What follows belongs to an exercise in optimizing a design on an open flow for small area and a short achievable clock period; a production flow would make more cautious choices. Where RTL was checked, it was by simulation tests only, not by an equivalence proof against the original. Power figures rest on the tool's default switching activity, not on a simulated workload.

// MY_CPU
module MY_CPU (clk, nRESET, instr, pc, cc, dbg_addr, dbg_data);
	input clk;
	input nRESET;
	input [15:0] instr;
	output [15:0] pc;
	output [3:0] cc;
	input [2:0] dbg_addr;
	output [15:0] dbg_data;
	reg [14:0] pc_q;   
	reg [3:0] cc;
	assign pc = {pc_q, 1'b0};
	wire [15:0] pc_c;
	assign pc_c[0] = 1'b1;
	genvar t;
	generate for (t = 0; t < 15; t = t + 1) begin : g_pc
		assign pc_c[t + 1] = pc_c[t] & pc_q[t];
	end endgenerate
	always @(posedge clk or negedge nRESET)
		if (!nRESET) pc_q <= 15'b0;
		else pc_q <= pc_q ^ pc_c[14:0];
	wire [2:0] op = instr[14:12];
	wire i = instr[11];
	wire [2:0] rD = instr[10:8];
	wire [2:0] rA = instr[7:5];
	wire [2:0] rB = instr[4:2];
	wire [15:0] imm = {{11{instr[4]}}, instr[4:0]};
	wire valid = ~(op == 3'd7 & i);   
	reg [15:0] rf [0:7];
	reg [7:0] v;
	wire [15:0] res;
	wire [7:0] we;
	genvar k;
	generate for (k = 0; k < 8; k = k + 1) begin : g_rf
		assign we[k] = valid & (rD == k);
		always @(posedge clk)
			if (we[k]) rf[k] <= res;
	end endgenerate
	always @(posedge clk or negedge nRESET)
		if (!nRESET) v <= 8'b0;
		else v <= v | we;
  ...
export LEC_CHECK = 0
export CAP_MARGIN = 10
export CORE_MARGIN = 2
export CORE_UTILIZATION = 40
export SETUP_SLACK_MARGIN = 2.5
export SLEW_MARGIN = 10
create_clock -name core_clock -period 7.0 [get_ports {clk}]
standard.sh (not shown) runs the stock make flow with config.mk's settings and CLKGATE_MAP_FILE= SYNTH_SCRIPT=/design/flow/synth_recipe.tcl, a recipe that flattens the netlist after the stock synthesis.
==> flow/flow/run.sh <==
#!/bin/bash
# Layout flow: the standard ORFS flow with these changes:
#  - synthesis maps with flow/abc.script, the pc incrementer with flow/abc_area.script
#    (flow/my_synth.tcl swaps them into ORFS's
#    synthesis; everything else there is the standard synthesis);
#  - no full/half adder extraction in synthesis (ADDER_MAP_FILE empty);
#  - port buffers are sky130_fd_sc_hd__buf_1 instead of the resizer's default pick;
#  - clock tree from clkbuf_4/clkbuf_8 without dummy loads.
# The make output is kept in flow_make.log; ORFS's own logs stay under orfs/logs.
set -euo pipefail
here=$(pwd)
export MY_ABC_SCRIPT=$here/flow/abc.script
export MY_ABC_AREA_SCRIPT=$here/flow/abc_area.script
bash standard.sh ADDER_MAP_FILE= \
  SYNTH_SCRIPT=$here/flow/my_synth.tcl \
  "BUFFER_PORTS_ARGS=-buffer_cell sky130_fd_sc_hd__buf_1" \
  "CTS_ARGS=-sink_clustering_enable -repair_clock_nets -dont_use_dummy_load -buf_list {sky130_fd_sc_hd__clkbuf_4 sky130_fd_sc_hd__clkbuf_8}" \
  finish > flow_make.log 2>&1
==> flow/flow/abc.script <==
strash
dch
map -D 2200
topo
buffer -c
upsize -c
dnsize -c
==> flow/flow/abc_area.script <==
strash
&get -n
&st
&dch
&nf -p -R 0
&put
topo
==> flow/flow/my_synth.tcl <==
# The standard flow's synth_recipe.tcl (standard ORFS synthesis, no fsm/share, flattened, renamed)
# with one change: ABC maps with flow/abc.script, and the pc incrementer (the logic
# cone of the pc_q flip-flops, which has the whole cycle) is first mapped on its own
# with flow/abc_area.script for area.
proc synth {args} { yosys synth -nofsm -noshare {*}$args }
proc abc {args} {
  set i [lsearch -exact $args -script]
  if { $i >= 0 } {
    set a [lreplace $args [expr {$i + 1}] [expr {$i + 1}] $::env(MY_ABC_AREA_SCRIPT)]
    yosys select -set pcl c:pc_q* %ci1:+\[D\] %ci* t:sky130_fd_sc_hd__* %d
    yosys abc {*}$a @pcl
    set args [lreplace $args [expr {$i + 1}] [expr {$i + 1}] $::env(MY_ABC_SCRIPT)]
  }
  puts "my abc: $args"
  yosys abc {*}$args
}
source $::env(SCRIPTS_DIR)/synth.tcl
# left out here: clear keep_hierarchy, flatten, clean up, hide names made inside functions, write 1_2_yosys.v
The baseline completed without violations.
Edit:
--- a/flow/flow/run.sh
+++ b/flow/flow/run.sh
@@ -8 +8,2 @@
-#  - clock tree from clkbuf_4/clkbuf_8 without dummy loads.
+#  - clock tree from clkbuf_4/clkbuf_8 without dummy loads;
+#  - setup repair by unbuffering, sizing, pin swaps and buffering only.
@@ -17,0 +19 @@
+  SETUP_MOVE_SEQUENCE=unbuffer,sizeup,swap,buffer \
==> flow/flow/abc.script (replaced) <==
strash
dch
map -D 2000
topo
buffer -c
upsize -c
dnsize -c
Result:
- The changed run produced a clean layout
- utilization goes down by 0.92 points
- die area goes up by 2.1%
- wire length goes up by 1.8%
- total power goes up by 0.78%
Edit:
--- a/flow/flow/run.sh
+++ b/flow/flow/run.sh
@@ -8,2 +8 @@
-#  - clock tree from clkbuf_4/clkbuf_8 without dummy loads;
-#  - setup repair by unbuffering, sizing, pin swaps and buffering only.
+#  - clock tree from clkbuf_4/clkbuf_8 without dummy loads.
@@ -19 +17,0 @@
-  SETUP_MOVE_SEQUENCE=unbuffer,sizeup,swap,buffer \
--- a/flow/config.mk
+++ b/flow/config.mk
@@ -11 +11 @@
-export SETUP_SLACK_MARGIN = 2.5
+export SETUP_SLACK_MARGIN = 2.4
Outcome: The changed run passed the timing, DRC and antenna checks. Utilization went down by 0.99 points. Cell area went down by a few percent. Final cell count went down slightly. Combinational power went down by a few percent. Clock-buffer cell count does not change. Sequential cell count is unchanged. Worst hold slack stays flat. Via count went down slightly. Clock skew stays flat.

========
The RTL this note starts from:
==> flow/design.v <==
module MY_CPU (clk, nRESET, instr, pc, cc, dbg_addr, dbg_data);
	input clk;
	input nRESET;
	input [15:0] instr;
	output [15:0] pc;
	output [3:0] cc;
	input [2:0] dbg_addr;
	output [15:0] dbg_data;
	reg [14:0] pc_q;   
	reg [3:0] cc;
	assign pc = {pc_q, 1'b0};
	always @(posedge clk or negedge nRESET)
		if (!nRESET) pc_q <= 15'b0;
		else pc_q <= pc_q + 15'd1;
	wire [2:0] op = instr[14:12];
	wire i = instr[11];
	wire [2:0] rD = instr[10:8];
	wire [2:0] rA = instr[7:5];
	wire [2:0] rB = instr[4:2];
	wire [15:0] imm = {{11{instr[4]}}, instr[4:0]};
	wire valid = ~(op == 3'd7 & i);   
	reg [15:0] rf [0:7];
	reg [7:0] v;
	wire [15:0] res;
	wire [7:0] we;
	genvar k;
	generate for (k = 0; k < 8; k = k + 1) begin : g_rf
		assign we[k] = valid & (rD == k);
		always @(posedge clk)
			if (we[k]) rf[k] <= res;
	end endgenerate
	always @(posedge clk or negedge nRESET)
		if (!nRESET) v <= 8'b0;
		else v <= v | we;
	function [7:0] sel;
		input [2:0] a;
		input [7:0] vv;
		integer j;
		for (j = 0; j < 8; j = j + 1)
			sel[j] = (a == j) & vv[j];
	endfunction
	function [15:0] rd;
		input [7:0] s;
		input [127:0] d;
		integer j;
		begin
			rd = 16'b0;
			for (j = 0; j < 8; j = j + 1)
				rd = rd | ({16{s[j]}} & d[16*j +: 16]);
		end
	endfunction
	wire [127:0] rflat = {rf[7], rf[6], rf[5], rf[4], rf[3], rf[2], rf[1], rf[0]};
	wire [15:0] A = rd(sel(rA, v), rflat);
	wire [15:0] rb = rd(sel(rB, v), rflat);
	assign dbg_data = rd(sel(dbg_addr, v), rflat);
	wire [15:0] B = i ? imm : rb;
	wire sub = (op == 3'd2);
	wire [15:0] Bx = B ^ {16{sub}};
	wire [15:0] g0 = A & Bx;
	wire [15:0] p0 = A ^ Bx;
	reg [15:0] G, P;
	integer lv, b;
	always @(*) begin
		G = g0; P = p0;
		G[0] = g0[0] | (p0[0] & sub);
		for (lv = 0; lv < 4; lv = lv + 1)
			for (b = 0; b < 16; b = b + 1)
				if ((b >> lv) & 1) begin
					G[b] = G[b] | (P[b] & G[((b >> lv) << lv) - 1]);
					P[b] = P[b] & P[((b >> lv) << lv) - 1];
				end
	end
	wire [16:0] cy = {G, sub};
	wire [15:0] sum = p0 ^ cy[15:0];
	wire cout = cy[16];
	wire s_shl = (op == 3'd3);
	wire s_shr = (op == 3'd4);
	reg [15:0] sh, nx;
	integer sl;
	always @(*) begin
		sh = A;
		for (sl = 0; sl < 4; sl = sl + 1) begin
			for (b = 0; b < 16; b = b + 1)
				nx[b] = (B[sl] & s_shl & (b >= (1 << sl)) & sh[(b - (1 << sl)) & 15]) |
					(B[sl] & s_shr & (b + (1 << sl) < 16) & sh[(b + (1 << sl)) & 15]) |
					(~B[sl] & (s_shl | s_shr) & sh[b]);
			sh = nx;
		end
	end
	wire s_mov = (op == 3'd1), s_and = (op == 3'd5), s_or = (op == 3'd6), s_not = (op == 3'd7);
	wire [15:0] lg = ({16{s_mov}} & B) | ({16{s_and | s_or}} & g0) | ({16{s_or}} & p0) | ({16{s_not}} & ~B);
	wire s_add = (op == 3'd0) | (op == 3'd2);
	wire [15:0] r = ({16{s_add}} & sum) | sh | lg;
	assign res = r;
	wire [15:0] Bi = imm ^ {16{sub}};
	wire [15:0] zx = A ^ Bi;
	wire [15:0] zo = {A[14:0] | Bi[14:0], sub};
	wire Z_add = ~|(zx ^ zo);
	wire [3:0] s = instr[3:0];
	reg [15:0] m;
	integer q;
	always @(*)
		for (q = 0; q < 16; q = q + 1)
			m[q] = s_shl ? (q <= 15 - s) : (q >= s);
	wire Z_sh = ~|(A & m);
	wire Z_lg = ~|lg;
	wire N = r[15];
	wire Z = s_add ? Z_add : (s_shl | s_shr) ? Z_sh : Z_lg;
	wire C = (op == 3'd0) & cout;
	wire V = (op == 3'd3) ? (A[15] ^ sh[15]) :
		(op == 3'd0) ? ((A[15] == B[15]) & (sum[15] ^ A[15])) : 1'b0;
	always @(posedge clk or negedge nRESET)
		if (!nRESET) cc <= 4'b0;
		else if (valid & i) cc <= {N, Z, C, V};
		else cc <= 4'b0;
endmodule
==> flow/config.mk <==
export PLATFORM = sky130hd
export DESIGN_NAME = MY_CPU
export DESIGN_NICKNAME = MY_CPU
export VERILOG_FILES = /design/flow/design.v
export SDC_FILE = /design/flow/constraint.sdc
export NUM_CORES = 4
export LEC_CHECK = 0
export CAP_MARGIN = 10
export CORE_MARGIN = 2
export CORE_UTILIZATION = 40
export SETUP_SLACK_MARGIN = 3.0
export SLEW_MARGIN = 10
==> flow/constraint.sdc <==
create_clock -name core_clock -period 7.0 [get_ports {clk}]
set_input_delay 1.4000 -clock core_clock [delete_from_list [all_inputs] [get_ports {clk}]]
set_output_delay 1.4000 -clock core_clock [all_outputs]
set_load 0.01 [all_outputs]
==> flow/flow/run.sh <==
#!/bin/bash
# Layout flow: the standard ORFS flow with these changes:
#  - synthesis maps with flow/abc.script (flow/my_synth.tcl swaps it into ORFS's
#    synthesis; everything else there is the standard synthesis);
#  - no full/half adder extraction in synthesis (ADDER_MAP_FILE empty);
#  - port buffers are sky130_fd_sc_hd__buf_1 instead of the resizer's default pick;
#  - clock tree from clkbuf_4/clkbuf_8 without dummy loads.
# The make output is kept in flow_make.log; ORFS's own logs stay under orfs/logs.
set -euo pipefail
here=$(pwd)
export MY_ABC_SCRIPT=$here/flow/abc.script
bash standard.sh ADDER_MAP_FILE= \
  SYNTH_SCRIPT=$here/flow/my_synth.tcl \
  "BUFFER_PORTS_ARGS=-buffer_cell sky130_fd_sc_hd__buf_1" \
  "CTS_ARGS=-sink_clustering_enable -repair_clock_nets -dont_use_dummy_load -buf_list {sky130_fd_sc_hd__clkbuf_4 sky130_fd_sc_hd__clkbuf_8}" \
  finish > flow_make.log 2>&1
==> flow/flow/abc.script <==
strash
dch
map -D 2000
topo
buffer -c
upsize -c
dnsize -c
==> flow/flow/my_synth.tcl <==
proc synth {args} { yosys synth -nofsm -noshare {*}$args }
# Replace the ABC script ORFS picks with MY_ABC_SCRIPT, keeping its other arguments.
proc abc {args} {
  set i [lsearch -exact $args -script]
  if { $i >= 0 && [info exists ::env(MY_ABC_SCRIPT)] } {
    set args [lreplace $args [expr {$i + 1}] [expr {$i + 1}] $::env(MY_ABC_SCRIPT)]
  }
  puts "my abc: $args"
  yosys abc {*}$args
}
source $::env(SCRIPTS_DIR)/synth.tcl
# left out here: clear keep_hierarchy, flatten, clean up, hide names made inside functions, write 1_2_yosys.v
The baseline ran to the end with no violations.
Then changed:
SETUP_SLACK_MARGIN = 2.5   (was 3.0)
After rerunning:
- The new run went through all stages and came out clean
- synthesized area stays the same
- global-route usage decreases by 2.0 points
- sequential share of layout area came out higher by 6.5 points
- hold slack degrades by 0.015 ns
- power falls by 11%
- synthesized cell count does not change
- utilization drops by 11 points
No functional check of the RTL was part of any run of this note.

[static timing again, ports no longer ideal]
In the flow no input, the clock included, has a driving cell. The finished layouts below were timed again as built, in two steps.
Step 1, drivers: a clkbuf_16 drives clk and a buf_2 each remaining input, both assumed.
Step 2 also shifts input and output timing later by t, the mid clock arrival at the registers, as if the neighbouring blocks saw the same clock.
a / b / c = ideal ports / drivers / drivers and shift; a / b = the first two.
| run | shift t [ns] | setup slack, ns | worst setup path after step 2 | worst slew at a driven data input, ns |
|---|---|---|---|---|
| the first run of note 1 | 0.497 | 2.565 / 2.553 / 2.063 | input to register | 0.05 |
| the second run of note 1 | 0.506 | 2.555 / 2.525 / 2.081 | input to register | 0.06 |
| the third run of note 1 | 0.493 | 2.426 / 2.404 / 1.991 | input to register | 0.05 |
| the first run of note 2 | 0.498 | 2.764 / 2.717 / 2.287 | input to register | 0.07 |
| the second run of note 2 | 0.500 | 2.491 / 2.510 / 2.010 | input to register | 0.05 |
After both steps setup and hold are still met in every run listed. The setup slack of the first run of note 1, which loses most, moves by -0.012 ns with the drivers and by -0.502 ns with both steps.
